What follows belongs to an exercise in optimizing a design on an open flow for small area; a production flow would make more cautious choices. Function was checked by simulation only, so behaviour that the tests miss may differ from the original. Power is estimated from default activity; no workload was simulated.

[flow/flow/run.sh]
#!/bin/bash
# The standard layout (the standard.sh, unchanged synthesis and steps), with the
# port buffers made of the smallest buffer cell instead of the one ORFS picks by default,
# and ORFS's power recovery (downsizing gates off the critical paths) after global routing.
export BUFFER_PORTS_ARGS="-buffer_cell sky130_fd_sc_hd__buf_1"
export RECOVER_POWER=100
bash standard.sh > standard.log 2>&1
[flow/standard.sh]
#!/bin/bash
# synth_recipe.tcl (not shown) runs the flow's synth.tcl, then flattens the netlist and writes it again
# the make line also repeats each setting of config.mk as NAME=value (left out here)
make -C /OpenROAD-flow-scripts/flow DESIGN_CONFIG=/design/flow/config.mk WORK_HOME=/design/flow/orfs CLKGATE_MAP_FILE= SYNTH_SCRIPT=/design/flow/synth_recipe.tcl "${@:-finish}"
[flow/config.mk]
export PLATFORM = sky130hd
export DESIGN_NAME = SortingNetwork
export DESIGN_NICKNAME = SortingNetwork
export VERILOG_FILES = /design/flow/design.v
export SDC_FILE = /design/flow/constraint.sdc
export NUM_CORES = 4
export LEC_CHECK = 0
export CAP_MARGIN = 0
export CORE_MARGIN = 2
export CORE_UTILIZATION = 70
export PLACE_DENSITY = 0.8
export SLEW_MARGIN = 0
export SYNTH_HIERARCHICAL = 1
[flow/constraint.sdc]
create_clock -name core_clock -period 6.0 [get_ports {clk}]
set_input_delay 1.2000 -clock core_clock [delete_from_list [all_inputs] [get_ports {clk}]]
set_output_delay 1.2000 -clock core_clock [all_outputs]
set_load 0.01 [all_outputs]
[flow/design.v]
module INV (input a, output y);
    assign y = ~a;
endmodule
module O22AI (input a1, input a2, input b1, input b2, output y);
    assign y = ~((a1 | a2) & (b1 | b2));
endmodule
module C4 (input [3:0] x, input [3:0] y, output G, output P);
    wire [3:0] g0 = x & ~y;
    wire [3:0] p0 = x | ~y;
    wire g10 = g0[1] | (p0[1] & g0[0]);
    wire g32 = g0[3] | (p0[3] & g0[2]);
    assign G = g32 | (p0[3] & p0[2] & g10);
    assign P = p0[3] & p0[2] & p0[1] & p0[0];
endmodule
module NODE_T (input gh, input gl, input ph, input pl, output gn, output pn);
    assign gn = ~(gh | (ph & gl));
    assign pn = ~(ph & pl);
endmodule
module NODE_I (input gnh, input gnl, input pnh, input pnl, output g, output p);
    assign g = ~(gnh & (pnh | gnl));
    assign p = ~(pnh | pnl);
endmodule
module ROOT_T (input gh, input gl, input ph, output s);
    assign s = gh | (ph & gl);
endmodule
module CMP32 (input [31:0] x, input [31:0] y, output s);
    wire [7:0] G, P;
    wire [3:0] g1n, p1n;
    wire [1:0] g2, p2;
    genvar i;
    generate for (i = 0; i < 8; i = i + 1) begin : b
        C4 c(.x(x[4*i+3:4*i]), .y(y[4*i+3:4*i]), .G(G[i]), .P(P[i]));
    end endgenerate
    generate for (i = 0; i < 4; i = i + 1) begin : n1
        NODE_T n(.gh(G[2*i+1]), .gl(G[2*i]), .ph(P[2*i+1]), .pl(P[2*i]), .gn(g1n[i]), .pn(p1n[i]));
    end endgenerate
    generate for (i = 0; i < 2; i = i + 1) begin : n2
        NODE_I n(.gnh(g1n[2*i+1]), .gnl(g1n[2*i]), .pnh(p1n[2*i+1]), .pnl(p1n[2*i]), .g(g2[i]), .p(p2[i]));
    end endgenerate
    ROOT_T r(.gh(g2[1]), .gl(g2[0]), .ph(p2[1]), .s(s));
endmodule
module MUX64 (input [31:0] x, input [31:0] y, input s, output [31:0] lo_n, output [31:0] hi_n);
    wire sn;
    INV is(.a(s), .y(sn));
    genvar i;
    generate for (i = 0; i < 32; i = i + 1) begin : m
        O22AI ml(.a1(y[i]), .a2(sn), .b1(x[i]), .b2(s), .y(lo_n[i]));
        O22AI mh(.a1(x[i]), .a2(sn), .b1(y[i]), .b2(s), .y(hi_n[i]));
    end endgenerate
endmodule
module CAS_SAME (input [31:0] x, input [31:0] y, output [31:0] lo_n, output [31:0] hi_n);
    wire s;
    CMP32 cmp(.x(x), .y(y), .s(s));
    MUX64 mux(.x(x), .y(y), .s(s), .lo_n(lo_n), .hi_n(hi_n));
endmodule
module INV32 (input [31:0] a, output [31:0] y);
    genvar i;
    generate for (i = 0; i < 32; i = i + 1) begin : n
        INV n(.a(a[i]), .y(y[i]));
    end endgenerate
endmodule
module SortingNetwork (
    input  wire [511:0] data_in,
    input  wire         clk,
    input  wire         ena,
    input  wire         rst,
    output wire [511:0] data_out,
    output wire         valid
    );
    reg [2:0] vld;
    always @(posedge clk or posedge rst) begin
        if (rst) vld <= 3'd0;
        else if (ena) vld <= {vld[1:0], 1'b1};
    end
    assign valid = vld[2];
    wire [31:0] w0_0, w0_13;
    CAS_SAME c0_0_13(.x(data_in[31:0]), .y(data_in[447:416]), .lo_n(w0_0), .hi_n(w0_13));
    wire [31:0] w0_1, w0_12;
    CAS_SAME c0_1_12(.x(data_in[63:32]), .y(data_in[415:384]), .lo_n(w0_1), .hi_n(w0_12));
    wire [31:0] w0_2, w0_15;
    CAS_SAME c0_2_15(.x(data_in[95:64]), .y(data_in[511:480]), .lo_n(w0_2), .hi_n(w0_15));
    wire [31:0] w0_3, w0_14;
    CAS_SAME c0_3_14(.x(data_in[127:96]), .y(data_in[479:448]), .lo_n(w0_3), .hi_n(w0_14));
    wire [31:0] w0_4, w0_8;
    CAS_SAME c0_4_8(.x(data_in[159:128]), .y(data_in[287:256]), .lo_n(w0_4), .hi_n(w0_8));
    wire [31:0] w0_5, w0_6;
    CAS_SAME c0_5_6(.x(data_in[191:160]), .y(data_in[223:192]), .lo_n(w0_5), .hi_n(w0_6));
    wire [31:0] w0_7, w0_11;
    CAS_SAME c0_7_11(.x(data_in[255:224]), .y(data_in[383:352]), .lo_n(w0_7), .hi_n(w0_11));
    wire [31:0] w0_9, w0_10;
    CAS_SAME c0_9_10(.x(data_in[319:288]), .y(data_in[351:320]), .lo_n(w0_9), .hi_n(w0_10));
    wire [31:0] w1_0, w1_5;
    CAS_SAME c1_0_5(.x(w0_0), .y(w0_5), .lo_n(w1_5), .hi_n(w1_0));
    wire [31:0] w1_1, w1_7;
    CAS_SAME c1_1_7(.x(w0_1), .y(w0_7), .lo_n(w1_7), .hi_n(w1_1));
    wire [31:0] w1_2, w1_9;
    CAS_SAME c1_2_9(.x(w0_2), .y(w0_9), .lo_n(w1_9), .hi_n(w1_2));
    wire [31:0] w1_3, w1_4;
    CAS_SAME c1_3_4(.x(w0_3), .y(w0_4), .lo_n(w1_4), .hi_n(w1_3));
    wire [31:0] w1_6, w1_13;
    CAS_SAME c1_6_13(.x(w0_6), .y(w0_13), .lo_n(w1_13), .hi_n(w1_6));
    wire [31:0] w1_8, w1_14;
    CAS_SAME c1_8_14(.x(w0_8), .y(w0_14), .lo_n(w1_14), .hi_n(w1_8));
    wire [31:0] w1_10, w1_15;
    CAS_SAME c1_10_15(.x(w0_10), .y(w0_15), .lo_n(w1_15), .hi_n(w1_10));
    wire [31:0] w1_11, w1_12;
    CAS_SAME c1_11_12(.x(w0_11), .y(w0_12), .lo_n(w1_12), .hi_n(w1_11));
    wire [31:0] w2_0, w2_1;
    CAS_SAME c2_0_1(.x(w1_0), .y(w1_1), .lo_n(w2_0), .hi_n(w2_1));
    wire [31:0] w2_2, w2_3;
    CAS_SAME c2_2_3(.x(w1_2), .y(w1_3), .lo_n(w2_2), .hi_n(w2_3));
    wire [31:0] w2_4, w2_5;
    CAS_SAME c2_4_5(.x(w1_4), .y(w1_5), .lo_n(w2_4), .hi_n(w2_5));
    wire [31:0] w2_6, w2_8;
    CAS_SAME c2_6_8(.x(w1_6), .y(w1_8), .lo_n(w2_6), .hi_n(w2_8));
    wire [31:0] w2_7, w2_9;
    CAS_SAME c2_7_9(.x(w1_7), .y(w1_9), .lo_n(w2_7), .hi_n(w2_9));
    wire [31:0] w2_10, w2_11;
    CAS_SAME c2_10_11(.x(w1_10), .y(w1_11), .lo_n(w2_10), .hi_n(w2_11));
    wire [31:0] w2_12, w2_13;
    CAS_SAME c2_12_13(.x(w1_12), .y(w1_13), .lo_n(w2_12), .hi_n(w2_13));
    wire [31:0] w2_14, w2_15;
    CAS_SAME c2_14_15(.x(w1_14), .y(w1_15), .lo_n(w2_14), .hi_n(w2_15));
    reg [511:0] r0;   
    always @(posedge clk) if (ena) r0 <= {w2_15, w2_14, w2_13, w2_12, w2_11, w2_10, w2_9, w2_8, w2_7, w2_6, w2_5, w2_4, w2_3, w2_2, w2_1, w2_0};
    wire [31:0] w3_0, w3_2;
    CAS_SAME c3_0_2(.x(r0[31:0]), .y(r0[95:64]), .lo_n(w3_2), .hi_n(w3_0));
    wire [31:0] w3_1, w3_3;
    CAS_SAME c3_1_3(.x(r0[63:32]), .y(r0[127:96]), .lo_n(w3_3), .hi_n(w3_1));
    wire [31:0] w3_4, w3_10;
    CAS_SAME c3_4_10(.x(r0[159:128]), .y(r0[351:320]), .lo_n(w3_10), .hi_n(w3_4));
    wire [31:0] w3_5, w3_11;
    CAS_SAME c3_5_11(.x(r0[191:160]), .y(r0[383:352]), .lo_n(w3_11), .hi_n(w3_5));
    wire [31:0] w3_6, w3_7;
    CAS_SAME c3_6_7(.x(r0[223:192]), .y(r0[255:224]), .lo_n(w3_7), .hi_n(w3_6));
    wire [31:0] w3_8, w3_9;
    CAS_SAME c3_8_9(.x(r0[287:256]), .y(r0[319:288]), .lo_n(w3_9), .hi_n(w3_8));
    wire [31:0] w3_12, w3_14;
    CAS_SAME c3_12_14(.x(r0[415:384]), .y(r0[479:448]), .lo_n(w3_14), .hi_n(w3_12));
    wire [31:0] w3_13, w3_15;
    CAS_SAME c3_13_15(.x(r0[447:416]), .y(r0[511:480]), .lo_n(w3_15), .hi_n(w3_13));
    wire [31:0] w4_1, w4_2;
    CAS_SAME c4_1_2(.x(w3_1), .y(w3_2), .lo_n(w4_1), .hi_n(w4_2));
    wire [31:0] w4_3, w4_12;
    CAS_SAME c4_3_12(.x(w3_3), .y(w3_12), .lo_n(w4_3), .hi_n(w4_12));
    wire [31:0] w4_4, w4_6;
    CAS_SAME c4_4_6(.x(w3_4), .y(w3_6), .lo_n(w4_4), .hi_n(w4_6));
    wire [31:0] w4_5, w4_7;
    CAS_SAME c4_5_7(.x(w3_5), .y(w3_7), .lo_n(w4_5), .hi_n(w4_7));
    wire [31:0] w4_8, w4_10;
    CAS_SAME c4_8_10(.x(w3_8), .y(w3_10), .lo_n(w4_8), .hi_n(w4_10));
    wire [31:0] w4_9, w4_11;
    CAS_SAME c4_9_11(.x(w3_9), .y(w3_11), .lo_n(w4_9), .hi_n(w4_11));
    wire [31:0] w4_13, w4_14;
    CAS_SAME c4_13_14(.x(w3_13), .y(w3_14), .lo_n(w4_13), .hi_n(w4_14));
    wire s5_1_4;
    CMP32 k5_1_4(.x(w4_1), .y(w4_4), .s(s5_1_4));
    wire s5_2_6;
    CMP32 k5_2_6(.x(w4_2), .y(w4_6), .s(s5_2_6));
    wire s5_5_8;
    CMP32 k5_5_8(.x(w4_5), .y(w4_8), .s(s5_5_8));
    wire s5_7_10;
    CMP32 k5_7_10(.x(w4_7), .y(w4_10), .s(s5_7_10));
    wire s5_9_13;
    CMP32 k5_9_13(.x(w4_9), .y(w4_13), .s(s5_9_13));
    wire s5_11_14;
    CMP32 k5_11_14(.x(w4_11), .y(w4_14), .s(s5_11_14));
    reg [511:0] r1;   
    always @(posedge clk) if (ena) r1 <= {w3_15, w4_14, w4_13, w4_12, w4_11, w4_10, w4_9, w4_8, w4_7, w4_6, w4_5, w4_4, w4_3, w4_2, w4_1, w3_0};
    reg [5:0] rs1;   
    always @(posedge clk) if (ena) rs1 <= {s5_11_14, s5_9_13, s5_7_10, s5_5_8, s5_2_6, s5_1_4};
    wire [31:0] w5_1, w5_4;
    MUX64 m5_1_4(.x(r1[63:32]), .y(r1[159:128]), .s(rs1[0]), .lo_n(w5_4), .hi_n(w5_1));
    wire [31:0] w5_2, w5_6;
    MUX64 m5_2_6(.x(r1[95:64]), .y(r1[223:192]), .s(rs1[1]), .lo_n(w5_6), .hi_n(w5_2));
    wire [31:0] w5_5, w5_8;
    MUX64 m5_5_8(.x(r1[191:160]), .y(r1[287:256]), .s(rs1[2]), .lo_n(w5_8), .hi_n(w5_5));
    wire [31:0] w5_7, w5_10;
    MUX64 m5_7_10(.x(r1[255:224]), .y(r1[351:320]), .s(rs1[3]), .lo_n(w5_10), .hi_n(w5_7));
    wire [31:0] w5_9, w5_13;
    MUX64 m5_9_13(.x(r1[319:288]), .y(r1[447:416]), .s(rs1[4]), .lo_n(w5_13), .hi_n(w5_9));
    wire [31:0] w5_11, w5_14;
    MUX64 m5_11_14(.x(r1[383:352]), .y(r1[479:448]), .s(rs1[5]), .lo_n(w5_14), .hi_n(w5_11));
    wire [31:0] t6_3;
    INV32 it6_3(.a(r1[127:96]), .y(t6_3));
    wire [31:0] t6_12;
    INV32 it6_12(.a(r1[415:384]), .y(t6_12));
    wire [31:0] w6_2, w6_4;
    CAS_SAME c6_2_4(.x(w5_2), .y(w5_4), .lo_n(w6_2), .hi_n(w6_4));
    wire [31:0] w6_3, w6_6;
    CAS_SAME c6_3_6(.x(t6_3), .y(w5_6), .lo_n(w6_3), .hi_n(w6_6));
    wire [31:0] w6_9, w6_12;
    CAS_SAME c6_9_12(.x(w5_9), .y(t6_12), .lo_n(w6_9), .hi_n(w6_12));
    wire [31:0] w6_11, w6_13;
    CAS_SAME c6_11_13(.x(w5_11), .y(w5_13), .lo_n(w6_11), .hi_n(w6_13));
    wire [31:0] t7_3;
    INV32 it7_3(.a(w6_3), .y(t7_3));
    wire [31:0] t7_6;
    INV32 it7_6(.a(w6_6), .y(t7_6));
    wire [31:0] t7_9;
    INV32 it7_9(.a(w6_9), .y(t7_9));
    wire [31:0] t7_12;
    INV32 it7_12(.a(w6_12), .y(t7_12));
    wire [31:0] w7_3, w7_5;
    CAS_SAME c7_3_5(.x(t7_3), .y(w5_5), .lo_n(w7_3), .hi_n(w7_5));
    wire [31:0] w7_6, w7_8;
    CAS_SAME c7_6_8(.x(t7_6), .y(w5_8), .lo_n(w7_6), .hi_n(w7_8));
    wire [31:0] w7_7, w7_9;
    CAS_SAME c7_7_9(.x(w5_7), .y(t7_9), .lo_n(w7_7), .hi_n(w7_9));
    wire [31:0] w7_10, w7_12;
    CAS_SAME c7_10_12(.x(w5_10), .y(t7_12), .lo_n(w7_10), .hi_n(w7_12));
    wire s8_3_4;
    CMP32 k8_3_4(.x(w7_3), .y(w6_4), .s(s8_3_4));
    wire s8_5_6;
    CMP32 k8_5_6(.x(w7_5), .y(w7_6), .s(s8_5_6));
    wire s8_7_8;
    CMP32 k8_7_8(.x(w7_7), .y(w7_8), .s(s8_7_8));
    wire s8_9_10;
    CMP32 k8_9_10(.x(w7_9), .y(w7_10), .s(s8_9_10));
    wire s8_11_12;
    CMP32 k8_11_12(.x(w6_11), .y(w7_12), .s(s8_11_12));
    reg [511:0] r2;   
    always @(posedge clk) if (ena) r2 <= {r1[511:480], w5_14, w6_13, w7_12, w6_11, w7_10, w7_9, w7_8, w7_7, w7_6, w7_5, w6_4, w7_3, w6_2, w5_1, r1[31:0]};
    reg [4:0] rs2;   
    always @(posedge clk) if (ena) rs2 <= {s8_11_12, s8_9_10, s8_7_8, s8_5_6, s8_3_4};
    wire [31:0] w8_3, w8_4;
    MUX64 m8_3_4(.x(r2[127:96]), .y(r2[159:128]), .s(rs2[0]), .lo_n(w8_4), .hi_n(w8_3));
    wire [31:0] w8_5, w8_6;
    MUX64 m8_5_6(.x(r2[191:160]), .y(r2[223:192]), .s(rs2[1]), .lo_n(w8_6), .hi_n(w8_5));
    wire [31:0] w8_7, w8_8;
    MUX64 m8_7_8(.x(r2[255:224]), .y(r2[287:256]), .s(rs2[2]), .lo_n(w8_8), .hi_n(w8_7));
    wire [31:0] w8_9, w8_10;
    MUX64 m8_9_10(.x(r2[319:288]), .y(r2[351:320]), .s(rs2[3]), .lo_n(w8_10), .hi_n(w8_9));
    wire [31:0] w8_11, w8_12;
    MUX64 m8_11_12(.x(r2[383:352]), .y(r2[415:384]), .s(rs2[4]), .lo_n(w8_12), .hi_n(w8_11));
    wire [31:0] w9_6, w9_7;
    CAS_SAME c9_6_7(.x(w8_6), .y(w8_7), .lo_n(w9_6), .hi_n(w9_7));
    wire [31:0] w9_8, w9_9;
    CAS_SAME c9_8_9(.x(w8_8), .y(w8_9), .lo_n(w9_8), .hi_n(w9_9));
    wire [31:0] o2;
    INV32 oi2(.a(r2[95:64]), .y(o2));
    wire [31:0] o6;
    INV32 oi6(.a(w9_6), .y(o6));
    wire [31:0] o7;
    INV32 oi7(.a(w9_7), .y(o7));
    wire [31:0] o8;
    INV32 oi8(.a(w9_8), .y(o8));
    wire [31:0] o9;
    INV32 oi9(.a(w9_9), .y(o9));
    wire [31:0] o13;
    INV32 oi13(.a(r2[447:416]), .y(o13));
    assign data_out = {r2[511:480], r2[479:448], o13, w8_12, w8_11, w8_10, o9, o8, o7, o6, w8_5, w8_4, w8_3, o2, r2[63:32], r2[31:0]};
endmodule
==> run_results.csv, run 1 <==
group,metric,value,unit
global_route,grt_start_max_net_pins,161,
place,dp_slack,-1.53,ns
outcome,error,"[ERROR GRT-0116] Global routing finished with congestion. Check the congestion regions in the DRC Viewer.",
place,io_buffers,1027,
yosys,ys_warn_count,7,
clock_tree,cts-buffers-inserted,154,
place,place_area,0.135,mm²
clock_tree,clockBufferDepth,3,
die,row_count,145,
global_route,grtUsageTotal,0.890,
clock_tree,root_buffer,"clkbuf_16",
place,gp_congestion,1.47,
yosys,synth_nets,11881,
die,die_y,400,µm
yosys,syn-cell-area,0.110,mm²
die,die_x,400,µm
clock_tree,htreeDepth,4,
yosys,syn_avg_cell_area,9.65,µm²
clock_tree,cts_sinks,1550,
global_route,grt-ovfl-total,2168,
global_route,grt_pass1_vias,149994,
place,dp_hpwl,448,mm
global_route,grt_pass1_wl,1070,mm
clock_tree,postCtsHoldBufs,0,
die,initial_core_util,0.704,
die,io_pins,1028,
outcome,lastStage,"global routing (5_1_grt)",
outcome,run_status,"did not finish",
yosys,syn_inst,11366,
==> per-layer routing <==
| layer | overflow | GRT usage |
|---|---|---|
| met1 | 114 | 0.859 |
| met2 | 1202 | 1.00 |
| met3 | 107 | 0.808 |
| met4 | 734 | 0.916 |
| met5 | 11 | 0.607 |
==> worst max-delay path by stage <==
stage / startpoint / endpoint / cells past startpoint
4_1_cts: rs1[4] / rs2[4] / 29
2_1_floorplan: rs1[4] / rs2[4] / 25
3_5_place_dp: data_in[386] / r0[316] / 27
3_3_place_gp: data_in[386] / r0[317] / 28
==> metrics by stage <==
stage / cells / utilization / hold WS, ns / setup TNS [ns]
after floorplan: 11366 / - / 0.400 / -2294.94
after global placement: 16746 / 0.865 / 0.402 / -324.01
after detailed placement: 16746 / 0.865 / 0.405 / -469.91
after CTS: 17032 / 0.907 / 0.177 / -0.0650
==> repair_timing <==
action	in CTS
setup buffers	4
endpoints found under the setup margin	412
gates resized for setup	210
pin swaps	4
==> power by group through the flow <==
| stage | clock network [µW] | logic [µW] | registers [µW] |
|---|---|---|---|
| after floorplan | 0 | 95500 | 28800 |
| after global placement | 0 | 155000 | 31600 |
| after CTS | 10100 | 169000 | 32200 |
| after detailed placement | 0 | 163000 | 32100 |
==> run 2: changes to the inputs <==
--- a/flow/design.v
+++ b/flow/design.v
@@ -22,6 +22,9 @@
 endmodule
-module ROOT_T (input gh, input gl, input ph, output s);
+module ROOT_P (input gh, input gl, input ph, output s);
     assign s = gh | (ph & gl);
 endmodule
-module CMP32 (input [31:0] x, input [31:0] y, output s);
+module ROOT_N (input gh, input gl, input ph, output sn);
+    assign sn = ~(gh | (ph & gl));
+endmodule
+module CMP32 (input [31:0] x, input [31:0] y, output s, output sn);
     wire [7:0] G, P;
@@ -39,7 +42,6 @@
     end endgenerate
-    ROOT_T r(.gh(g2[1]), .gl(g2[0]), .ph(p2[1]), .s(s));
-endmodule
-module MUX64 (input [31:0] x, input [31:0] y, input s, output [31:0] lo_n, output [31:0] hi_n);
-    wire sn;
-    INV is(.a(s), .y(sn));
+    ROOT_P rp(.gh(g2[1]), .gl(g2[0]), .ph(p2[1]), .s(s));
+    ROOT_N rn(.gh(g2[1]), .gl(g2[0]), .ph(p2[1]), .sn(sn));
+endmodule
+module MUX64 (input [31:0] x, input [31:0] y, input s, input sn, output [31:0] lo_n, output [31:0] hi_n);
     genvar i;
@@ -51,5 +53,5 @@
 module CAS_SAME (input [31:0] x, input [31:0] y, output [31:0] lo_n, output [31:0] hi_n);
-    wire s;
-    CMP32 cmp(.x(x), .y(y), .s(s));
-    MUX64 mux(.x(x), .y(y), .s(s), .lo_n(lo_n), .hi_n(hi_n));
+    wire s, sn;
+    CMP32 cmp(.x(x), .y(y), .s(s), .sn(sn));
+    MUX64 mux(.x(x), .y(y), .s(s), .sn(sn), .lo_n(lo_n), .hi_n(hi_n));
 endmodule
@@ -155,30 +157,30 @@
     CAS_SAME c4_13_14(.x(w3_13), .y(w3_14), .lo_n(w4_13), .hi_n(w4_14));
-    wire s5_1_4;
-    CMP32 k5_1_4(.x(w4_1), .y(w4_4), .s(s5_1_4));
-    wire s5_2_6;
-    CMP32 k5_2_6(.x(w4_2), .y(w4_6), .s(s5_2_6));
-    wire s5_5_8;
-    CMP32 k5_5_8(.x(w4_5), .y(w4_8), .s(s5_5_8));
-    wire s5_7_10;
-    CMP32 k5_7_10(.x(w4_7), .y(w4_10), .s(s5_7_10));
-    wire s5_9_13;
-    CMP32 k5_9_13(.x(w4_9), .y(w4_13), .s(s5_9_13));
-    wire s5_11_14;
-    CMP32 k5_11_14(.x(w4_11), .y(w4_14), .s(s5_11_14));
+    wire s5_1_4, s5_1_4n;
+    CMP32 k5_1_4(.x(w4_1), .y(w4_4), .s(s5_1_4), .sn(s5_1_4n));
+    wire s5_2_6, s5_2_6n;
+    CMP32 k5_2_6(.x(w4_2), .y(w4_6), .s(s5_2_6), .sn(s5_2_6n));
+    wire s5_5_8, s5_5_8n;
+    CMP32 k5_5_8(.x(w4_5), .y(w4_8), .s(s5_5_8), .sn(s5_5_8n));
+    wire s5_7_10, s5_7_10n;
+    CMP32 k5_7_10(.x(w4_7), .y(w4_10), .s(s5_7_10), .sn(s5_7_10n));
+    wire s5_9_13, s5_9_13n;
+    CMP32 k5_9_13(.x(w4_9), .y(w4_13), .s(s5_9_13), .sn(s5_9_13n));
+    wire s5_11_14, s5_11_14n;
+    CMP32 k5_11_14(.x(w4_11), .y(w4_14), .s(s5_11_14), .sn(s5_11_14n));
     reg [511:0] r1;   
     always @(posedge clk) if (ena) r1 <= {w3_15, w4_14, w4_13, w4_12, w4_11, w4_10, w4_9, w4_8, w4_7, w4_6, w4_5, w4_4, w4_3, w4_2, w4_1, w3_0};
-    reg [5:0] rs1;   
-    always @(posedge clk) if (ena) rs1 <= {s5_11_14, s5_9_13, s5_7_10, s5_5_8, s5_2_6, s5_1_4};
+    reg [11:0] rs1;   
+    always @(posedge clk) if (ena) rs1 <= {s5_11_14n, s5_11_14, s5_9_13n, s5_9_13, s5_7_10n, s5_7_10, s5_5_8n, s5_5_8, s5_2_6n, s5_2_6, s5_1_4n, s5_1_4};
     wire [31:0] w5_1, w5_4;
-    MUX64 m5_1_4(.x(r1[63:32]), .y(r1[159:128]), .s(rs1[0]), .lo_n(w5_4), .hi_n(w5_1));
+    MUX64 m5_1_4(.x(r1[63:32]), .y(r1[159:128]), .s(rs1[0]), .sn(rs1[1]), .lo_n(w5_4), .hi_n(w5_1));
     wire [31:0] w5_2, w5_6;
-    MUX64 m5_2_6(.x(r1[95:64]), .y(r1[223:192]), .s(rs1[1]), .lo_n(w5_6), .hi_n(w5_2));
+    MUX64 m5_2_6(.x(r1[95:64]), .y(r1[223:192]), .s(rs1[2]), .sn(rs1[3]), .lo_n(w5_6), .hi_n(w5_2));
     wire [31:0] w5_5, w5_8;
-    MUX64 m5_5_8(.x(r1[191:160]), .y(r1[287:256]), .s(rs1[2]), .lo_n(w5_8), .hi_n(w5_5));
+    MUX64 m5_5_8(.x(r1[191:160]), .y(r1[287:256]), .s(rs1[4]), .sn(rs1[5]), .lo_n(w5_8), .hi_n(w5_5));
     wire [31:0] w5_7, w5_10;
-    MUX64 m5_7_10(.x(r1[255:224]), .y(r1[351:320]), .s(rs1[3]), .lo_n(w5_10), .hi_n(w5_7));
+    MUX64 m5_7_10(.x(r1[255:224]), .y(r1[351:320]), .s(rs1[6]), .sn(rs1[7]), .lo_n(w5_10), .hi_n(w5_7));
     wire [31:0] w5_9, w5_13;
-    MUX64 m5_9_13(.x(r1[319:288]), .y(r1[447:416]), .s(rs1[4]), .lo_n(w5_13), .hi_n(w5_9));
+    MUX64 m5_9_13(.x(r1[319:288]), .y(r1[447:416]), .s(rs1[8]), .sn(rs1[9]), .lo_n(w5_13), .hi_n(w5_9));
     wire [31:0] w5_11, w5_14;
-    MUX64 m5_11_14(.x(r1[383:352]), .y(r1[479:448]), .s(rs1[5]), .lo_n(w5_14), .hi_n(w5_11));
+    MUX64 m5_11_14(.x(r1[383:352]), .y(r1[479:448]), .s(rs1[10]), .sn(rs1[11]), .lo_n(w5_14), .hi_n(w5_11));
     wire [31:0] t6_3;
@@ -211,26 +213,26 @@
     CAS_SAME c7_10_12(.x(w5_10), .y(t7_12), .lo_n(w7_10), .hi_n(w7_12));
-    wire s8_3_4;
-    CMP32 k8_3_4(.x(w7_3), .y(w6_4), .s(s8_3_4));
-    wire s8_5_6;
-    CMP32 k8_5_6(.x(w7_5), .y(w7_6), .s(s8_5_6));
-    wire s8_7_8;
-    CMP32 k8_7_8(.x(w7_7), .y(w7_8), .s(s8_7_8));
-    wire s8_9_10;
-    CMP32 k8_9_10(.x(w7_9), .y(w7_10), .s(s8_9_10));
-    wire s8_11_12;
-    CMP32 k8_11_12(.x(w6_11), .y(w7_12), .s(s8_11_12));
+    wire s8_3_4, s8_3_4n;
+    CMP32 k8_3_4(.x(w7_3), .y(w6_4), .s(s8_3_4), .sn(s8_3_4n));
+    wire s8_5_6, s8_5_6n;
+    CMP32 k8_5_6(.x(w7_5), .y(w7_6), .s(s8_5_6), .sn(s8_5_6n));
+    wire s8_7_8, s8_7_8n;
+    CMP32 k8_7_8(.x(w7_7), .y(w7_8), .s(s8_7_8), .sn(s8_7_8n));
+    wire s8_9_10, s8_9_10n;
+    CMP32 k8_9_10(.x(w7_9), .y(w7_10), .s(s8_9_10), .sn(s8_9_10n));
+    wire s8_11_12, s8_11_12n;
+    CMP32 k8_11_12(.x(w6_11), .y(w7_12), .s(s8_11_12), .sn(s8_11_12n));
     reg [511:0] r2;   
     always @(posedge clk) if (ena) r2 <= {r1[511:480], w5_14, w6_13, w7_12, w6_11, w7_10, w7_9, w7_8, w7_7, w7_6, w7_5, w6_4, w7_3, w6_2, w5_1, r1[31:0]};
-    reg [4:0] rs2;   
-    always @(posedge clk) if (ena) rs2 <= {s8_11_12, s8_9_10, s8_7_8, s8_5_6, s8_3_4};
+    reg [9:0] rs2;   
+    always @(posedge clk) if (ena) rs2 <= {s8_11_12n, s8_11_12, s8_9_10n, s8_9_10, s8_7_8n, s8_7_8, s8_5_6n, s8_5_6, s8_3_4n, s8_3_4};
     wire [31:0] w8_3, w8_4;
-    MUX64 m8_3_4(.x(r2[127:96]), .y(r2[159:128]), .s(rs2[0]), .lo_n(w8_4), .hi_n(w8_3));
+    MUX64 m8_3_4(.x(r2[127:96]), .y(r2[159:128]), .s(rs2[0]), .sn(rs2[1]), .lo_n(w8_4), .hi_n(w8_3));
     wire [31:0] w8_5, w8_6;
-    MUX64 m8_5_6(.x(r2[191:160]), .y(r2[223:192]), .s(rs2[1]), .lo_n(w8_6), .hi_n(w8_5));
+    MUX64 m8_5_6(.x(r2[191:160]), .y(r2[223:192]), .s(rs2[2]), .sn(rs2[3]), .lo_n(w8_6), .hi_n(w8_5));
     wire [31:0] w8_7, w8_8;
-    MUX64 m8_7_8(.x(r2[255:224]), .y(r2[287:256]), .s(rs2[2]), .lo_n(w8_8), .hi_n(w8_7));
+    MUX64 m8_7_8(.x(r2[255:224]), .y(r2[287:256]), .s(rs2[4]), .sn(rs2[5]), .lo_n(w8_8), .hi_n(w8_7));
     wire [31:0] w8_9, w8_10;
-    MUX64 m8_9_10(.x(r2[319:288]), .y(r2[351:320]), .s(rs2[3]), .lo_n(w8_10), .hi_n(w8_9));
+    MUX64 m8_9_10(.x(r2[319:288]), .y(r2[351:320]), .s(rs2[6]), .sn(rs2[7]), .lo_n(w8_10), .hi_n(w8_9));
     wire [31:0] w8_11, w8_12;
-    MUX64 m8_11_12(.x(r2[383:352]), .y(r2[415:384]), .s(rs2[4]), .lo_n(w8_12), .hi_n(w8_11));
+    MUX64 m8_11_12(.x(r2[383:352]), .y(r2[415:384]), .s(rs2[8]), .sn(rs2[9]), .lo_n(w8_12), .hi_n(w8_11));
     wire [31:0] w9_6, w9_7;
==> flow/flow/run.sh (replaced) <==
#!/bin/bash
# The standard layout (the standard.sh, unchanged synthesis and steps), with the
# port buffers made of the smallest buffer cell instead of the one ORFS picks by default.
export BUFFER_PORTS_ARGS="-buffer_cell sky130_fd_sc_hd__buf_1"
bash standard.sh > standard.log 2>&1
--- a/flow/config.mk
+++ b/flow/config.mk
@@ -9,4 +9,4 @@
 export CORE_MARGIN = 2
-export CORE_UTILIZATION = 70
-export PLACE_DENSITY = 0.8
+export CORE_UTILIZATION = 60
+export CTS_BUF_LIST = sky130_fd_sc_hd__clkbuf_4 sky130_fd_sc_hd__clkbuf_8
 export SLEW_MARGIN = 0
==> run 2 against run 1 <==
The run again fails in global routing (5_1_grt). Area after synthesis grew 0.57%. Synthesized cell count barely moved.
==> run_results.csv, run 2 <==
group,metric,value,unit
global_route,grt_pass1_wl,846,mm
clock_tree,cts_sinks,1561,
place,gp_congestion,1.41,
place,dp_slack,-1.07,ns
clock_tree,clockBufferDepth,4,
yosys,syn-cell-area,0.110,mm²
global_route,grt_start_max_net_pins,156,
die,initial_core_util,0.603,
global_route,grt_pass1_vias,129245,
outcome,lastStage,"global routing (5_1_grt)",
outcome,error,"[ERROR GRT-0116] Global routing finished with congestion. Check the congestion regions in the DRC Viewer.",
yosys,syn_avg_cell_area,9.70,µm²
yosys,ys_warn_count,7,
die,die_x,433,µm
global_route,grtUsageTotal,0.625,
die,io_pins,1028,
yosys,syn_inst,11377,
place,dp_hpwl,456,mm
place,io_buffers,1027,
outcome,run_status,"did not finish",
die,die_y,433,µm
global_route,grt-ovfl-total,12,
clock_tree,htreeDepth,5,
die,row_count,157,
yosys,synth_nets,11892,
place,place_area,0.139,mm²
clock_tree,root_buffer,"clkbuf_8",
clock_tree,cts-buffers-inserted,280,
run 2: through the flow:
step / cells / hold WS (ns)
floorplan: 11377 / 0.400
global placement: 17440 / 0.402
detailed placement: 17440 / 0.405
CTS: 17904 / 0.418
run 2: worst max-delay path by stage:
stage / slack [ns] / end / from / depth (start not counted)
CTS: 0.05 / rs1[11] / r0[287] / 21
global placement: -0.90 / r0[6] / data_in[3] / 25
detailed placement: -1.07 / r0[277] / data_in[3] / 28
floorplan: -0.53 / r0[0] / data_in[418] / 21
run 2: timing repair:
action	CTS
hold buffers	1
gates resized for setup	2
endpoints found under the setup margin	40
buffers inserted	3
hold endpoints to repair	3
run 2: per-layer routing:
| metal | global-route usage | overflow |
|---|---|---|
| met1 | 0.644 | 0 |
| met2 | 0.835 | 5 |
| met3 | 0.389 | 0 |
| met4 | 0.617 | 7 |
| met5 | 0.138 | 0 |
run 2: power groups by stage:
stage | Sequential, µW | Clock, µW | Combinational, µW
floorplan | 29700 | 0 | 96500
global placement | 32600 | 0 | 165000
detailed placement | 32900 | 0 | 172000
CTS | 32700 | 9710 | 173000
